Context: an optimization exercise on an open-source flow, tuned for small area. The choices shown serve that exercise and are no tape-out recipe.
At most, simulation tests tie the RTL to the original design; equivalence was not proved.

==> build 39 <==
## clock
module clock(
	clk,
	rst,
	rst_sw,
	stop,
	in_sw,
	lcd_rs,
	lcd_rw,
	lcd_e,
	lcd_data,
	led);
	input					clk, rst;
	input		[4:0]		in_sw;
	input					rst_sw;
	input					stop;
	output				lcd_rs;			 
	output				lcd_rw;			 
	output				lcd_e;			 
	output	[7:0]		lcd_data;
	output				led;
	wire	rstn = ~rst;
	function [5:0] bcd5;		 
		input [4:0] x;
		bcd5 = {x / 5'd10, 4'd0} | (x % 5'd10);
	endfunction
	function [4:0] bcd4;		 
		input [3:0] x;
		bcd4 = (x > 4'd9) ? {1'b1, x - 4'd10} : {1'b0, x};
	endfunction
	wire	en_1hz, en_stop, deb_en, sw_en;
	en_clk_time EN_TIME (.clk(clk), .rst(rstn), .en_1clk(en_1hz), .en_clk(en_stop),
		.deb_en(deb_en), .sw_en(sw_en));
	wire	[4:0]	sw;
	debouncer_control DEB (.clk(clk), .rst(rstn), .deb_en(deb_en), .sw_en(sw_en),
		.in_sw(in_sw), .sw(sw));
	wire	[5:0]	en_state;
	wire	[3:0]	cursor;
	wire	[2:0]	mode;
	wire	[2:0]	mode_nx;
	fsm FSM (.clk(clk), .rst(rstn), .sw(sw), .en_state(en_state), .mode(mode), .mode_nx(mode_nx), .cursor(cursor));
	wire	[7:0]		s_hour, s_min, s_sec, s_month, s_day;
	wire	[15:0]	s_year;
	wire	[7:0]		a_hour, a_min, a_sec, a_mon, a_day;
	wire	[15:0]	a_year;
	wire	[7:0]		an_hour, an_min, an_sec, an_mon, an_day;
	wire	[15:0]	an_year;
	wire	[7:0]		t_hour, t_min, t_sec;
	wire	[1:0]	w_ht;
	wire	[3:0]	w_ho, w_mo, w_so;
	wire	[2:0]	w_mt, w_st;
	wire			ampm, en_day;
	wire	[15:0]	year;
	wire	[3:0]	month;
	wire	[4:0]	day;
  ...
export LEC_CHECK = 0
export ABC_AREA = 1
export CAP_MARGIN = 20
export CORE_MARGIN = 2
export CORE_UTILIZATION = 40
export CTS_CLUSTER_DIAMETER = 70
export CTS_CLUSTER_SIZE = 30
export GPL_TIMING_DRIVEN = 0
export SLEW_MARGIN = 20
create_clock -name core_clock -period 25.0 [get_ports {clk}]
run.sh (not shown) runs the stock make flow with config.mk's settings and CLKGATE_MAP_FILE= SYNTH_SCRIPT=/design/flow/synth_recipe.tcl, a recipe that flattens the netlist after the stock synthesis.
==> build 70: changes against build 39 <==
--- a/flow/design.v
+++ b/flow/design.v
@@ -291,116 +291,119 @@
 	wire	mW = en_state[0], mSW = en_state[1], mSD = en_state[2], mAL = en_state[3], mTM = en_state[5];
 	wire	inc = sw[1];
 	wire	dec = ~sw[1] & sw[2];
 	wire	act = sw[1] | sw[2];
 	wire	hsel	= mSW | mTM | (mAL & (cursor < 4'd6));
-	wire	[2:0]	hp = cursor[2:0];
+	wire	[2:0]	pos	= (mSW | mSD | mTM | hsel) ? cursor[2:0] : cursor[2:0] - 3'd6;
+	wire	[1:0]	pr		= pos[2:1];		 
+	wire			sub	= pos[0];		 
 	wire	[7:0]	H	= ({8{mSW}} & s_hour) | ({8{mAL}} & a_hour) | ({8{mTM}} & t_hour);
 	wire	[7:0]	Mi	= ({8{mSW}} & s_min)  | ({8{mAL}} & a_min)  | ({8{mTM}} & t_min);
 	wire	[7:0]	Se	= ({8{mSW}} & s_sec)  | ({8{mAL}} & a_sec)  | ({8{mTM}} & t_sec);
-	wire	[7:0]	F	= hp[1] ? Mi : Se;
-	wire	[3:0]	ht = H[7:4], ho = H[3:0];
-	reg	[3:0]	hn;
-	always @(*) begin
-		case (hp)
-			3'd0, 3'd2 : begin			 
-				if (inc)	hn = (F[3:0] == 4'd9) ? 4'd0 : F[3:0] + 1'b1;
-				else		hn = (F[3:0] == 4'd0) ? 4'd9 : F[3:0] - 1'b1;
-			end
-			3'd1, 3'd3 : begin			 
-				if (inc)	hn = (F[7:4] == 4'd5) ? 4'd0 : F[7:4] + 1'b1;
-				else		hn = (F[7:4] == 4'd0) ? 4'd5 : F[7:4] - 1'b1;
-			end
-			3'd4 : begin					 
-				if (inc)
-					hn = ((ht == 4'd2) && (ho >= 4'd4)) ? 4'd0 : (ho == 4'd9) ? 4'd0 : ho + 1'b1;
-				else
-					hn = (((mTM ? ht == 4'd0 : ht == 4'd2)) && (ho == 4'd0)) ? 4'd3 :
-						  (ho == 4'd0) ? 4'd9 : ho - 1'b1;
-			end
-			default : begin				 
-				if (inc)
-					hn = ((ht == 4'd2) || (!mTM && (ht == 4'd1) && (ho >= 4'd4))) ? 4'd0 : ht + 1'b1;
-				else if (mTM)
-					hn = ((ht == 4'd0) || (s_hour[7:4] == 4'd0)) ? 4'd2 : ht - 1'b1;
-				else
-					hn = (ht == 4'd0) ? ((ho >= 4'd4) ? 4'd1 : 4'd2) : ht - 1'b1;
-			end
-		endcase
-	end
-	wire	[5:0]	hwe	= (hsel & act) ? (6'd1 << hp) : 6'd0;
-	wire			bug	= mAL & inc & (hp == 3'd1) & (a_sec[7:4] != 4'd5);
-	wire	[5:0]	we_S	= {6{mSW}} & hwe | {4'b0, bug, 1'b0};
-	wire	[5:0]	we_A	= {6{mAL & ~bug}} & hwe;
-	wire	[5:0]	we_T	= {6{mTM}} & hwe;
-	wire	dsel	= mSD | (mAL & (cursor >= 4'd6));
-	wire	[2:0]	dp = mSD ? cursor[2:0] : cursor[2:0] - 3'd6;
 	wire	[7:0]	D	= mSD ? s_day : a_day;
 	wire	[7:0]	Mo	= mSD ? s_mon : a_mon;
 	wire	[15:0]	Y	= mSD ? s_year : a_year;
-	wire	[3:0]	dt = D[7:4], dd = D[3:0];
-	wire	[3:0]	mt = Mo[7:4], mo = Mo[3:0];
+	reg	[7:0]	pair;
+	always @(*) begin
+		if (hsel)
+			case (pr)
+				2'd0 : pair = Se;
+				2'd1 : pair = Mi;
+				default : pair = H;
+			endcase
+		else
+			case (pr)
+				2'd0 : pair = D;
+				2'd1 : pair = Mo;
+				2'd2 : pair = Y[7:0];
+				default : pair = Y[15:8];
+			endcase
+	end
+	wire	[3:0]	x	= sub ? pair[7:4] : pair[3:0];	 
+	wire	[3:0]	o	= sub ? pair[3:0] : pair[7:4];	 
+	wire	tSM	= hsel & ~pr[1];			 
+	wire	tH		= hsel & pr[1];			 
+	wire	tD		= ~hsel & (pr == 2'd0);	 
+	wire	tM		= ~hsel & (pr == 2'd1);	 
+	wire	tY		= ~hsel & pr[1];			 
 	reg	[3:0]	mx, mr;		 
 	always @(*) begin
 		case (max_date)
 			5'd28 : begin mx = 4'd2; mr = 4'd8; end
 			5'd29 : begin mx = 4'd2; mr = 4'd9; end
 			5'd30 : begin mx = 4'd3; mr = 4'd0; end
 			5'd31 : begin mx = 4'd3; mr = 4'd1; end
 			default : begin mx = 4'd0; mr = 4'd0; end
 		endcase
 	end
-	wire	[3:0]	yd = Y[{dp[1:0], 2'b00} +: 4];
-	wire			yz = ((Y & ~(16'hF << {dp[1:0], 2'b00})) == 16'd0);
-	reg	[3:0]	dn;
-	reg			d_ones;		 
+	wire	[3:0]	yzd	= {Y[15:12] == 4'd0, Y[11:8] == 4'd0, Y[7:4] == 4'd0, Y[3:0] == 4'd0};
+	reg			yz;
 	always @(*) begin
-		d_ones = 0;
-		case (dp)
-			3'd0 : begin					 
-				if (inc)
-					dn = ((dt == mx) && (dd >= mr)) ? ((dt != 4'd0) ? 4'd0 : 4'd1) :
-						  (dd == 4'd9) ? 4'd0 : dd + 1'b1;
-				else
-					dn = ((dt == mx) && (dd == 4'd0)) ? mr :
-						  (((dt == 4'd0) && (dd == 4'd1)) || (dd == 4'd0)) ? 4'd9 : dd - 1'b1;
-			end
-			3'd1 : begin					 
-				if (inc)
-					dn = ((mx != 4'd0) && (dt == mx - 1'b1) && (dd >= mr)) ? 4'd0 :
-						  (dt == mx) ? ((dd != 4'd0) ? 4'd0 : 4'd1) : dt + 1'b1;
-				else if ((dt == mx) && (dd == 4'd0)) begin
-					dn = mr; d_ones = 1'b1;
-				end
-				else if (dt == 4'd0)
-					dn = 4'd9;
-				else begin
-					dn = dd - 1'b1; d_ones = 1'b1;
-				end
-			end
-			3'd2 : begin					 
-				if (inc)
-					dn = ((mt == 4'd1) && (mo >= 4'd2)) ? 4'd0 : (mo == 4'd9) ? 4'd1 : mo + 1'b1;
-				else
-					dn = ((mt == 4'd1) && (mo == 4'd0)) ? 4'd2 : (mo <= 4'd1) ? 4'd9 : mo - 1'b1;
-			end
-			3'd3 : begin					 
-				if (inc)
-					dn = (((mt == 4'd1) && (mo != 4'd0)) || (mo > 4'd2)) ? 4'd0 : mt + 1'b1;
-				else
-					dn = ((mt == 4'd0) && (mo > 4'd2)) ? 4'd0 : {3'b0, mt == 4'd0};
-			end
-			default : begin				 
-				if (inc)
-					dn = (yd == 4'd9) ? {3'b0, yz} : yd + 1'b1;
-				else
-					dn = ((yz && (yd <= 4'd1)) || (yd == 4'd0)) ? 4'd9 : yd - 1'b1;
-			end
+		case ({pr[0], sub})
+			2'd0 : yz = yzd[3] & yzd[2] & yzd[1];
+			2'd1 : yz = yzd[3] & yzd[2] & yzd[0];
+			2'd2 : yz = yzd[3] & yzd[1] & yzd[0];
+			default : yz = yzd[2] & yzd[1] & yzd[0];
 		endcase
 	end
-	wire	[2:0]	dwp	= d_ones ? 3'd0 : dp;
-	wire	[7:0]	dwe	= (dsel & act) ? (8'd1 << dwp) : 8'd0;
+	wire	dd_t	= tD & sub & dec;
+	wire	dd_t9	= dd_t & (x == 4'd0) & ~((x == mx) && (o == 4'd0));
+	wire	[3:0]	xe	= (dd_t & ~dd_t9) ? o : x;	 
+	wire	[3:0]	xi	= xe + 1'b1;
+	wire	[3:0]	xd	= xe - 1'b1;
+	wire	x0		= (x == 4'd0);
+	wire	x9		= (x == 4'd9);
+	reg	[3:0]	nv;
+	always @(*) begin
+		if (inc) begin
+			if (tSM)
+				nv = (x == (sub ? 4'd5 : 4'd9)) ? 4'd0 : xi;
+			else if (tH & ~sub)
+				nv = (((o == 4'd2) && (x >= 4'd4)) || x9) ? 4'd0 : xi;
+			else if (tH)
+				nv = ((x == 4'd2) || (!mTM && (x == 4'd1) && (o >= 4'd4))) ? 4'd0 : xi;
+			else if (tD & ~sub)
+				nv = ((o == mx) && (x >= mr)) ? ((o != 4'd0) ? 4'd0 : 4'd1) : x9 ? 4'd0 : xi;
+			else if (tD)
+				nv = ((mx != 4'd0) && (x == mx - 1'b1) && (o >= mr)) ? 4'd0 :
+					  (x == mx) ? ((o != 4'd0) ? 4'd0 : 4'd1) : xi;
+			else if (tM & ~sub)
+				nv = ((o == 4'd1) && (x >= 4'd2)) ? 4'd0 : x9 ? 4'd1 : xi;
+			else if (tM)
+				nv = (((x == 4'd1) && (o != 4'd0)) || (o > 4'd2)) ? 4'd0 : xi;
+			else
+				nv = x9 ? {3'b0, yz} : xi;
+		end
+		else begin
+			if (tSM)
+				nv = x0 ? (sub ? 4'd5 : 4'd9) : xd;
+			else if (tH & ~sub)
+				nv = ((mTM ? o == 4'd0 : o == 4'd2) && x0) ? 4'd3 : x0 ? 4'd9 : xd;
+			else if (tH & mTM)
+				nv = (x0 || (s_hour[7:4] == 4'd0)) ? 4'd2 : xd;
+			else if (tH)
+				nv = x0 ? ((o >= 4'd4) ? 4'd1 : 4'd2) : xd;
+			else if (tD & ~sub)
+				nv = ((o == mx) && x0) ? mr : (((o == 4'd0) && (x == 4'd1)) || x0) ? 4'd9 : xd;
+			else if (tD)
+				nv = dd_t9 ? 4'd9 : ((x == mx) && (o == 4'd0)) ? mr : xd;
+			else if (tM & ~sub)
+				nv = ((o == 4'd1) && x0) ? 4'd2 : (x <= 4'd1) ? 4'd9 : xd;
+			else if (tM)
+				nv = (x0 && (o > 4'd2)) ? 4'd0 : {3'b0, x0};
+			else
+				nv = ((yz && (x <= 4'd1)) || x0) ? 4'd9 : xd;
+		end
+	end
+	wire	[3:0]	hn = nv, dn = nv;
+	wire	[5:0]	hwe	= (hsel & act) ? (6'd1 << pos) : 6'd0;
+	wire			bug	= mAL & inc & (pos == 3'd1) & (a_sec[7:4] != 4'd5);
+	wire	[5:0]	we_S	= {6{mSW}} & hwe | {4'b0, bug, 1'b0};
+	wire	[5:0]	we_A	= {6{mAL & ~bug}} & hwe;
+	wire	[5:0]	we_T	= {6{mTM}} & hwe;
+	wire	[2:0]	dwp	= (dd_t & ~dd_t9) ? 3'd0 : pos;
+	wire	[7:0]	dwe	= (~hsel & act) ? (8'd1 << dwp) : 8'd0;
 	wire	[7:0]	we_SD	= {8{mSD}} & dwe;
 	wire	[7:0]	we_AD	= {8{mAL}} & dwe;
 	reg	[7:0]	sn_hour, sn_min, sn_sec, sn_mon, sn_day, tn_hour, tn_min, tn_sec;
 	reg	[15:0]	sn_year;
 	always @(*) begin
Settings changed: CTS_CLUSTER_DIAMETER 70 to 100, CTS_CLUSTER_SIZE 30 to 24.
==> trial 59: changes against build 39 <==
Settings changed: CTS_CLUSTER_DIAMETER 70 to 100, CTS_CLUSTER_SIZE 30 to 24.
==> out/qor.yml <==
final_cell_mix: "1,124 x nand2_1, 509 x inv_1, 325 x nor2_1, 309 x nand3_1, 271 x dfrtp_1"
run_status: "complete, no violations"
synth.area.mux_share_pct: 0.132
synthesis.nets: 4026
num_vias: 26400
synth_sequential_area_ratio_pct: 30.6
drive_above_1_share_pct: 4.82
first_global_vias: 24300
# the run above: build 39

==> out/qor.yml <==
num_vias: 26300
final_cell_mix: "1,124 x nand2_1, 509 x inv_1, 325 x nor2_1, 309 x nand3_1, 271 x dfrtp_1"
synthesis.nets: 4026
synth_sequential_area_ratio_pct: 30.6
first_global_vias: 24200
drive_above_1_share_pct: 4.30
run_status: "complete, no violations"
# the run above: trial 59

==> out/qor.yml <==
run_status: "complete, no violations"
synth.area.mux_share_pct: 0.182
final_nets: 3841
final_cell_mix: "931 x nand2_1, 539 x inv_1, 318 x o21ai_0, 292 x nor2_1, 291 x nand3_1"
num_vias: 25400
drive_above_1_share_pct: 4.35
cts_resized: 0
synthesis.nets: 3796
# the run above: build 70

Function not checked in build 39 and trial 59: the RTL went through the layout flow alone.

-- static timing again, ports no longer ideal --
No port has a modelled driver above. Below, the same layouts with a new extraction and two added sets of constraints.
Step 1 (the two cells are an assumption about what drives the block):
set clk [get_ports {clk}]
set_driving_cell -lib_cell sky130_fd_sc_hd__clkbuf_16 $clk
set_driving_cell -lib_cell sky130_fd_sc_hd__buf_2 [delete_from_list [all_inputs] $clk]
Step 2, shift: input delay + t, output delay - t, t = (earliest + latest rising clock arrival at the registers) / 2. This alone moves slack from input paths to output paths.
a / b / c = no drivers / after step 1 / after step 2; a / b = the first two.
| run | shift t [ns] | setup slack, ns | hold WS [ns] |
|---|---|---|---|
| build 39 | 0.679 | 14.897 / 14.897 / 14.897 | 0.335 / 0.335 / 0.335 |
| build 70 | 0.634 | 15.261 / 15.261 / 15.261 | 0.321 / 0.321 / 0.321 |
| trial 59 | 0.628 | 14.904 / 14.904 / 14.904 | 0.334 / 0.334 / 0.334 |
After both steps every run listed still meets setup and hold.
